What follows belongs to an exercise in optimizing a design on an open flow for small area and a short achievable clock period; a production flow would make more cautious choices.
Where RTL was checked, it was by simulation tests only, not by an equivalence proof against the original.
No activity file was given, so power comes from the tool's default toggle rates.

## v40
==> flow/design.v <==
module FlexiPacketEngine(
input clk,
input resetn,
input validIn,
input [31:0] dataIn,
input lastIn,
output reg validOut,
output reg [31:0] dataOut,
output reg lastOut
);
localparam DEPTH = 99;                 
reg [32*DEPTH-1:0] line;               
reg [6:0]  cnt;                        
reg [6:0]  rem;                        
reg [15:0] seq;
reg        st_hdr, st_pay, st_rep1, st_rep2, st_ftr;
reg [31:0] part0, part1, part2;        
wire rx       = ~(st_hdr | st_pay | st_rep1 | st_rep2 | st_ftr);
always @(posedge clk)
	line <= {line[32*DEPTH-33:0], dataIn};
reg [99:1] sel;
integer j;
always @(*) begin
	for (j = 1; j <= 99; j = j + 1)
		sel[j] = (cnt == j);
end
wire [32*33-1:0] grp_n;                
genvar g, b;
generate
	for (g = 0; g < 33; g = g + 1) begin : grp
		for (b = 0; b < 32; b = b + 1) begin : bt
			FlexiPacketEngine_aoi222 u (
				.a1(sel[3*g+1]), .a2(line[32*(3*g)+b]),
				.b1(sel[3*g+2]), .b2(line[32*(3*g+1)+b]),
				.c1(sel[3*g+3]), .c2(line[32*(3*g+2)+b]),
				.y(grp_n[32*g+b]));
		end
	end
endgenerate
reg [31:0] or0, or1, or2;
integer k;
always @(*) begin
	or0 = 32'h0;
	or1 = 32'h0;
	or2 = 32'h0;
	for (k = 0; k < 11; k = k + 1) begin
		or0 = or0 | ~grp_n[32*k +: 32];
		or1 = or1 | ~grp_n[32*(k+11) +: 32];
		or2 = or2 | ~grp_n[32*(k+22) +: 32];
	end
end
always @(posedge clk) begin
	part0 <= or0;
	part1 <= or1;
	part2 <= or2;
end
wire [31:0] tap = part0 | part1 | part2;
always @(posedge clk or negedge resetn) begin
	if (!resetn) begin
		cnt      <= 7'd0;
		rem      <= 7'd0;
		seq      <= 16'h0001;
		st_hdr   <= 1'b0;
		st_pay   <= 1'b0;
		st_rep1  <= 1'b0;
		st_rep2  <= 1'b0;
		st_ftr   <= 1'b0;
		validOut <= 1'b0;
		lastOut  <= 1'b0;
		dataOut  <= 32'h0;
	end else begin
		if (rx)
			cnt <= validIn ? cnt + 7'd1 : 7'd0;
		if (st_hdr)
			rem <= cnt;
		else if (st_pay)
			rem <= rem - 7'd1;
		if (st_ftr)
			seq <= seq + 16'h0001;
		st_hdr   <= rx & validIn & lastIn;
		st_pay   <= st_hdr | (st_pay & (rem != 7'd1));
		st_rep1  <= st_pay & (rem == 7'd1);
		st_rep2  <= st_rep1;
		st_ftr   <= st_rep2;
		validOut <= ~rx;
		lastOut  <= st_ftr;
		dataOut  <= ({32{st_hdr}} & {seq, 9'b0, cnt})
		          | ({32{st_pay}} & tap)
		          | ({32{st_rep1 | st_rep2}} & dataOut)
		          | {32{st_ftr}};
	end
end
endmodule
module FlexiPacketEngine_aoi222(
input a1, input a2, input b1, input b2, input c1, input c2,
output y
);
assign y = ~((a1 & a2) | (b1 & b2) | (c1 & c2));
endmodule
export LEC_CHECK = 0
export CAP_MARGIN = 20
export CORE_MARGIN = 2
export CORE_UTILIZATION = 55
export PLACE_DENSITY = 0.65
export SETUP_SLACK_MARGIN = 3.8
export SLEW_MARGIN = 20
export SYNTH_HIERARCHICAL = 1
export SYNTH_MINIMUM_KEEP_SIZE = 0
create_clock -name core_clock -period 7.0 [get_ports {clk}]
standard.sh (not shown) runs the stock make flow with config.mk's settings and CLKGATE_MAP_FILE= SYNTH_SCRIPT=/design/flow/synth_recipe.tcl, a recipe that flattens the netlist after the stock synthesis.
==> flow/flow/run.sh <==
#!/bin/bash
# Standard ORFS layout with three changes: ports buffered with buf_4 (not the
# delay buffer buffer_ports picks by default), timing repair free to change a
# cell's footprint, and clock tree synthesis without dummy loads.
set -euo pipefail
bash standard.sh \
  "BUFFER_PORTS_ARGS=-buffer_cell sky130_fd_sc_hd__buf_4" \
  "MATCH_CELL_FOOTPRINT=0" \
  "CTS_ARGS=-sink_clustering_enable -repair_clock_nets -dont_use_dummy_load -sink_clustering_size 32 -sink_clustering_max_diameter 60 -buf_list sky130_fd_sc_hd__clkbuf_16" \
  finish > standard_flow.log 2>&1
Inputs modified between v40 and v13:
Settings: CTS_BUF_LIST now sky130_fd_sc_hd__clkbuf_16, previously not set; CTS_CLUSTER_DIAMETER now 50, previously not set; SETUP_SLACK_MARGIN now 4.3, was 3.8; CTS_CLUSTER_SIZE now 24, previously not set.
==> flow/run.sh (new file) <==
#!/bin/bash
# synth_recipe.tcl (not shown) runs the flow's synth.tcl, then flattens the netlist and writes it again
# the make line also repeats each setting of config.mk as NAME=value (left out here)
make -C /OpenROAD-flow-scripts/flow DESIGN_CONFIG=/design/flow/config.mk WORK_HOME=/design/flow/orfs CLKGATE_MAP_FILE= SYNTH_SCRIPT=/design/flow/synth_recipe.tcl finish
removed: flow/flow/run.sh
removed: flow/standard.sh
==> comparison <==
Comparing the two runs side by side, v13 comes out behind v40 on leakage power total. v40 → v13: end-of-flow core utilization shows an increase of 2.3 points, worst clock skew on the final layout shows a reduction of 49 ps. For the HPWL after detailed placement, v13 came in 3.4 mm lower than v40 did. Category of the critical setup timing path: reg2reg -> v40, reg2out -> v13. [compare] base=v40 new=v13: synthesis-to-layout area growth grew by 4.2 points; time the worst path needs with I/O delays and setup went down 190 ps; final worst slack +190 ps. Of v13 and v40, the lower worst hold slack belongs to v40. v13 ended up with a higher count of buffers not belonging to the clock network in the layout than v40 did.
### v13 -> v6
Settings: PLACE_DENSITY changed from 0.65 to 0.75; CTS_CLUSTER_DIAMETER removed (was 50); CORE_UTILIZATION changed from 55 to 65; CTS_BUF_LIST removed (was sky130_fd_sc_hd__clkbuf_16); CTS_CLUSTER_SIZE removed (was 24).
==> flow/flow/run.sh (new file) <==
#!/bin/bash
# Standard ORFS layout with three changes: ports buffered with buf_4 (not the
# delay buffer buffer_ports picks by default), timing repair free to change a
# cell's footprint, and clock tree synthesis without dummy loads.
set -euo pipefail
bash standard.sh \
  "BUFFER_PORTS_ARGS=-buffer_cell sky130_fd_sc_hd__buf_4" \
  "MATCH_CELL_FOOTPRINT=0" \
  "CTS_ARGS=-sink_clustering_enable -repair_clock_nets -dont_use_dummy_load -sink_clustering_size 24 -sink_clustering_max_diameter 50 -buf_list sky130_fd_sc_hd__clkbuf_16" \
  finish > standard_flow.log 2>&1
==> flow/standard.sh (new file) <==
#!/bin/bash
# synth_recipe.tcl (not shown) runs the flow's synth.tcl, then flattens the netlist and writes it again
# the make line also repeats each setting of config.mk as NAME=value (left out here)
make -C /OpenROAD-flow-scripts/flow DESIGN_CONFIG=/design/flow/config.mk WORK_HOME=/design/flow/orfs CLKGATE_MAP_FILE= SYNTH_SCRIPT=/design/flow/synth_recipe.tcl "${@:-finish}"
removed: flow/run.sh
==> comparison <==
- Sort v6 and v13 by share of total power in combinational logic asc -> top: v13
- Against v13, number of global-route vias before repair in v6 rose slightly.
- Taking v13 as the reference point, the die area of v6 falls by 23000 um^2.
- Re largest incremental delay on the critical path: v13 was lower than v6.
- Looking only at fraction of power spent switching nets, and setting everything else aside, the higher value of v6 and v13 goes to v13.
Setup changes, v6 to v12
Settings: changing PLACE_DENSITY from 0.75 to 0.65; changing CORE_UTILIZATION from 65 to 55.
In terms of area taken by multi-input logic gates, v6 and v12 differ only marginally.
Total length of routed met2 wires, v12 and v6: higher on v12
Comparing maximum resistive drop on vdd for v12 and v6, the bigger number came from v6.
When v12 is measured against v6, its final-layout clock buffer total turns out 5.5% higher.
Relative to v6, via density per instance has gone down in v12.
The fmax of v12 is higher than that of v6.
Reg2reg setup slack: v12 higher than v6
Looking at worst hold slack, v12 sits 32 ps below v6.
The actual transition at the worst max-transition pin number comes out lower for v6 vs v12.
Input changes introduced in v52 (baseline for comparison: v12):
==> flow/flow/run.sh <==
#!/bin/bash
# Standard ORFS layout with three changes: ports buffered with buf_4 (not the
# delay buffer buffer_ports picks by default), timing repair free to change a
# cell's footprint, and clock tree synthesis without dummy loads, with clkbuf_8
# sink buffers over small clusters.
set -euo pipefail
bash standard.sh \
  "BUFFER_PORTS_ARGS=-buffer_cell sky130_fd_sc_hd__buf_4" \
  "MATCH_CELL_FOOTPRINT=0" \
  "CTS_ARGS=-sink_clustering_enable -repair_clock_nets -dont_use_dummy_load -sink_clustering_size 20 -sink_clustering_max_diameter 45 -buf_list sky130_fd_sc_hd__clkbuf_16 -sink_clustering_buffer sky130_fd_sc_hd__clkbuf_8" \
  finish > standard_flow.log 2>&1
==> run summary <==
- As far as non-clock buffering overhead in the final layout is concerned, v12 and v52 perform about the same.
- On met3 capacity usage during global routing, v12 tracks v52 almost exactly.
- Delta (v52 minus v12): sum of routed wire length over all layers down 1.2 mm, met2 usage down 0.31 points.
- v52 ends up with a utilization that is 1.1 points lower than in v12.
- Of v52 and v12, the run reporting the higher logic depth of the worst register-to-register path was v52.

* * *

Setup of zinc:
// FlexiPacketEngine: RTL as listed in full above, without the edits since
export LEC_CHECK = 0
export CAP_MARGIN = 20
export CORE_MARGIN = 2
export CORE_UTILIZATION = 55
export PLACE_DENSITY = 0.65
export SETUP_SLACK_MARGIN = 4.3
export SLEW_MARGIN = 20
export SYNTH_HIERARCHICAL = 1
export SYNTH_MINIMUM_KEEP_SIZE = 0
create_clock -name core_clock -period 7.0 [get_ports {clk}]
==> flow/flow/run.sh <==
#!/bin/bash
# Standard ORFS layout with three changes: ports buffered with buf_4 (not the
# delay buffer buffer_ports picks by default), timing repair free to change a
# cell's footprint, and clock tree synthesis without dummy loads, with clkbuf_8
# sink buffers over small clusters.
set -euo pipefail
bash standard.sh \
  "BUFFER_PORTS_ARGS=-buffer_cell sky130_fd_sc_hd__buf_4" \
  "MATCH_CELL_FOOTPRINT=0" \
  "CTS_ARGS=-sink_clustering_enable -repair_clock_nets -dont_use_dummy_load -sink_clustering_size 18 -sink_clustering_max_diameter 40 -buf_list sky130_fd_sc_hd__clkbuf_16 -sink_clustering_buffer sky130_fd_sc_hd__clkbuf_8" \
  finish > standard_flow.log 2>&1
Per the final summary, zinc finished and its layout is clean on timing, DRC and antenna.
diff inputs: zinc => delta
==> flow/flow/run.sh <==
#!/bin/bash
# Standard ORFS layout with three changes: ports buffered with buf_4 (not the
# delay buffer buffer_ports picks by default), timing repair free to change a
# cell's footprint, and clock tree synthesis without dummy loads.
set -euo pipefail
bash standard.sh \
  "BUFFER_PORTS_ARGS=-buffer_cell sky130_fd_sc_hd__buf_4" \
  "MATCH_CELL_FOOTPRINT=0" \
  "CTS_ARGS=-sink_clustering_enable -repair_clock_nets -dont_use_dummy_load -sink_clustering_size 32 -sink_clustering_max_diameter 60 -buf_list sky130_fd_sc_hd__clkbuf_16" \
  finish > standard_flow.log 2>&1
[summary]
- Wire length of the first global-routing pass for delta: about 1.7% down relative to zinc
- Vertical die dimension came out exactly the same in zinc and delta.
- Reported for zinc and delta, number of placed cells counting well taps turned out identical to the last digit.
- Re area added between synthesis and finish: zinc and delta aren't equal, and the higher value belongs to zinc.
- | final wirelength | lower: delta |
- On delta: aggregate global-route resource usage is 0.44 points lower than what zinc gave.
Input-level comparison between juniper and delta:
- changing SETUP_SLACK_MARGIN from 4.3 to 4.7
diff --git a/flow/flow/run.sh b/flow/flow/run.sh
--- a/flow/flow/run.sh
+++ b/flow/flow/run.sh
@@ -8,3 +8,3 @@
   "MATCH_CELL_FOOTPRINT=0" \
-  "CTS_ARGS=-sink_clustering_enable -repair_clock_nets -dont_use_dummy_load -sink_clustering_size 32 -sink_clustering_max_diameter 60 -buf_list sky130_fd_sc_hd__clkbuf_16" \
+  "CTS_ARGS=-sink_clustering_enable -repair_clock_nets -dont_use_dummy_load -sink_clustering_size 24 -sink_clustering_max_diameter 50 -buf_list sky130_fd_sc_hd__clkbuf_16" \
   finish > standard_flow.log 2>&1
Results
Compared with delta, juniper shows a worst hold slack that is 0.022 ns lower. From delta to juniper the numbers moved as follows: via count saw an increase; filler-free cell count of the finished design increased by about 3.4% relative to the old numbers.
Inputs modified between juniper and raven:
- a change of SETUP_SLACK_MARGIN from 4.7 to 4.3
diff --git a/flow/flow/run.sh b/flow/flow/run.sh
--- a/flow/flow/run.sh
+++ b/flow/flow/run.sh
@@ -8,3 +8,3 @@
   "MATCH_CELL_FOOTPRINT=0" \
-  "CTS_ARGS=-sink_clustering_enable -repair_clock_nets -dont_use_dummy_load -sink_clustering_size 24 -sink_clustering_max_diameter 50 -buf_list sky130_fd_sc_hd__clkbuf_16" \
+  "CTS_ARGS=-sink_clustering_enable -repair_clock_nets -dont_use_dummy_load -sink_clustering_size 20 -sink_clustering_max_diameter 45 -buf_list sky130_fd_sc_hd__clkbuf_16 -sink_clustering_buffer sky130_fd_sc_hd__clkbuf_8" \
   finish > standard_flow.log 2>&1
==> run summary <==
NOTE pin count of the biggest net entering global routing juniper->raven decreased by a few percent
Remaining max-slew budget at the tightest pin: juniper and raven compared, higher one is juniper
The run showing the greater non-clock buffer count is juniper.
In summary, raven completed successfully, with a layout that passed the timing, DRC and antenna checks.

* * *

FlexiPacketEngine, a different RTL version from the one above (not shown whole).
For scale: about 5200 cells after synthesis, about 3400 flip-flops, about 0.083 mm^2 of cells after synthesis.
clock: 7.0 ns
lec_check: 0
cap_margin: 20
core_margin: 2
core_utilization: 55
cts_buf_list: sky130_fd_sc_hd__clkbuf_16
cts_cluster_diameter: 50
cts_cluster_size: 24
place_density: 0.65
setup_slack_margin: 4.0
slew_margin: 20
synth_hierarchical: 1
synth_minimum_keep_size: 0
run.sh (not shown) runs the stock make flow with config.mk's settings and CLKGATE_MAP_FILE= SYNTH_SCRIPT=/design/flow/synth_recipe.tcl, a recipe that flattens the netlist after the stock synthesis.
Stock flow here: none of the scripts above is used.
Then changed:
Settings changed: SETUP_SLACK_MARGIN 4.0 to 3.0.
Effect: Final cell count hardly moves. Non-clock buffer count came out lower by 7. Global-route usage hardly moves. Via count is about the same. Design area hardly moves. Wire length is about the same. Synthesized cell count does not change. Clock skew stays flat. Register-to-register slack gets worse by 540 ps.
No functional check of the RTL was part of any run of this note.

* * *

FlexiPacketEngine, a different RTL version from the one above (not shown whole).
Size in the first run: roughly 6000 cells after synthesis, about 3400 flip-flops, roughly 70 I/O pins.
export LEC_CHECK = 0
export CAP_MARGIN = 20
export CORE_MARGIN = 2
export CORE_UTILIZATION = 60
export PLACE_DENSITY = 0.7
export SLEW_MARGIN = 20
create_clock -name core_clock -period 7.0 [get_ports {clk}]
Next try:
CORE_UTILIZATION = 20   (was 60)
PLACE_DENSITY = 0.4   (was 0.7)
Synthesized cell count does not change.
Clock skew went up by 17 ps.
Total power rose by a few percent.
Utilization falls by 45 points.
Function was not checked in any run of this note: the RTL went through the layout flow alone.

* * *

## run A
Another version of the RTL of FlexiPacketEngine (not shown whole).
Size: roughly 5,000 cells after synthesis, roughly 70 I/O pins, ~81,000 um2 of cells after synthesis.
Settings: LEC_CHECK=0, CAP_MARGIN=20, CORE_MARGIN=2, CORE_UTILIZATION=55, CTS_BUF_LIST=sky130_fd_sc_hd__clkbuf_16, CTS_CLUSTER_DIAMETER=50, CTS_CLUSTER_SIZE=24, PLACE_DENSITY=0.65, SLEW_MARGIN=20, SYNTH_HIERARCHICAL=1, SYNTH_MINIMUM_KEEP_SIZE=0; clock period 7.0 ns.
Having completed the whole flow, run A delivered a layout that passed the timing, DRC and antenna checks.
[inputs] run B vs run A
-- flow/config.mk --
<<< run A, line 14
export PLACE_DENSITY = 0.65
export SLEW_MARGIN = 20
>>> run B, line 14
export PLACE_DENSITY = 0.65
export SETUP_SLACK_MARGIN = 4.3
export SLEW_MARGIN = 20
Results
Run B went all the way through the flow, and no timing, DRC or antenna check failed.
Run B vs. run A: sequential fraction of design power went down by 1.1 points.
Higher proportion of layout cells with a drive suffix above 1 was reported by run B, not run A.
Lower worst-case clock skew among run B and run A: run B
Looking at run B and run A, the global-route usage is a wash.
In terms of required time at the worst-slack endpoint, run A and run B differ only marginally.
[compare] base=run A new=run B: fmax higher; detailed-routed wire length on met3 higher; total area of sequential cells roughly the same.
Looking only at total power consumption of the routed design, and setting everything else aside, the higher value of run B and run A goes to run B.
Function was not checked in any run of this note: the RTL went through the layout flow alone.

==> re-timing with driven ports <==
The results above use ideal ports. As a check the final layouts listed here were re-extracted and re-timed, cells and wires unchanged.
Step 1 sets driving cells, clkbuf_16 on the clock port and buf_2 on the other inputs (assumed; they add their load-dependent delay and slew).
Step 2, shift: input delay + t, output delay - t, t = (earliest + latest rising clock arrival at the registers) / 2. This alone moves slack from input paths to output paths.
Three values: no drivers, after step 1, after step 2; two values: the first two.
run | shift t [ns] | setup WS [ns] | worst setup path at the end
v40 | 0.864 | 3.935 / 3.935 / 3.935 | register to register
v13 | 0.911 | 4.125 / 4.047 / 4.225 | input to register
v6 | 0.863 | 4.165 / 4.089 / 4.242 | register to register
v12 | 0.879 | 4.181 / 4.094 / 4.286 | register to register
v52 | 0.860 | 4.190 / 4.106 / 4.273 | register to register
zinc | 0.955 | 4.083 / 3.993 / 4.318 | register to register
delta | 0.860 | 4.160 / 4.085 / 4.351 | register to register
juniper | 0.885 | 4.157 / 4.071 / 4.400 | register to register
raven | 0.860 | 4.190 / 4.106 / 4.273 | register to register
the first run of note 3 | 0.905 | 3.871 / 3.871 / 3.871 | register to register
the second run of note 3 | 0.905 | 3.336 / 3.336 / 3.336 | register to register
the first run of note 4 | 1.010 | 3.440 / 3.359 / 3.986 | register to register
the second run of note 4 | 1.008 | 3.358 / 3.268 / 4.003 | input to register
run A | 0.917 | 2.415 / 2.415 / 2.415 | register to register
run B | 0.892 | 3.263 / 3.263 / 3.263 | register to register
After both steps setup and hold are still met in every run listed.
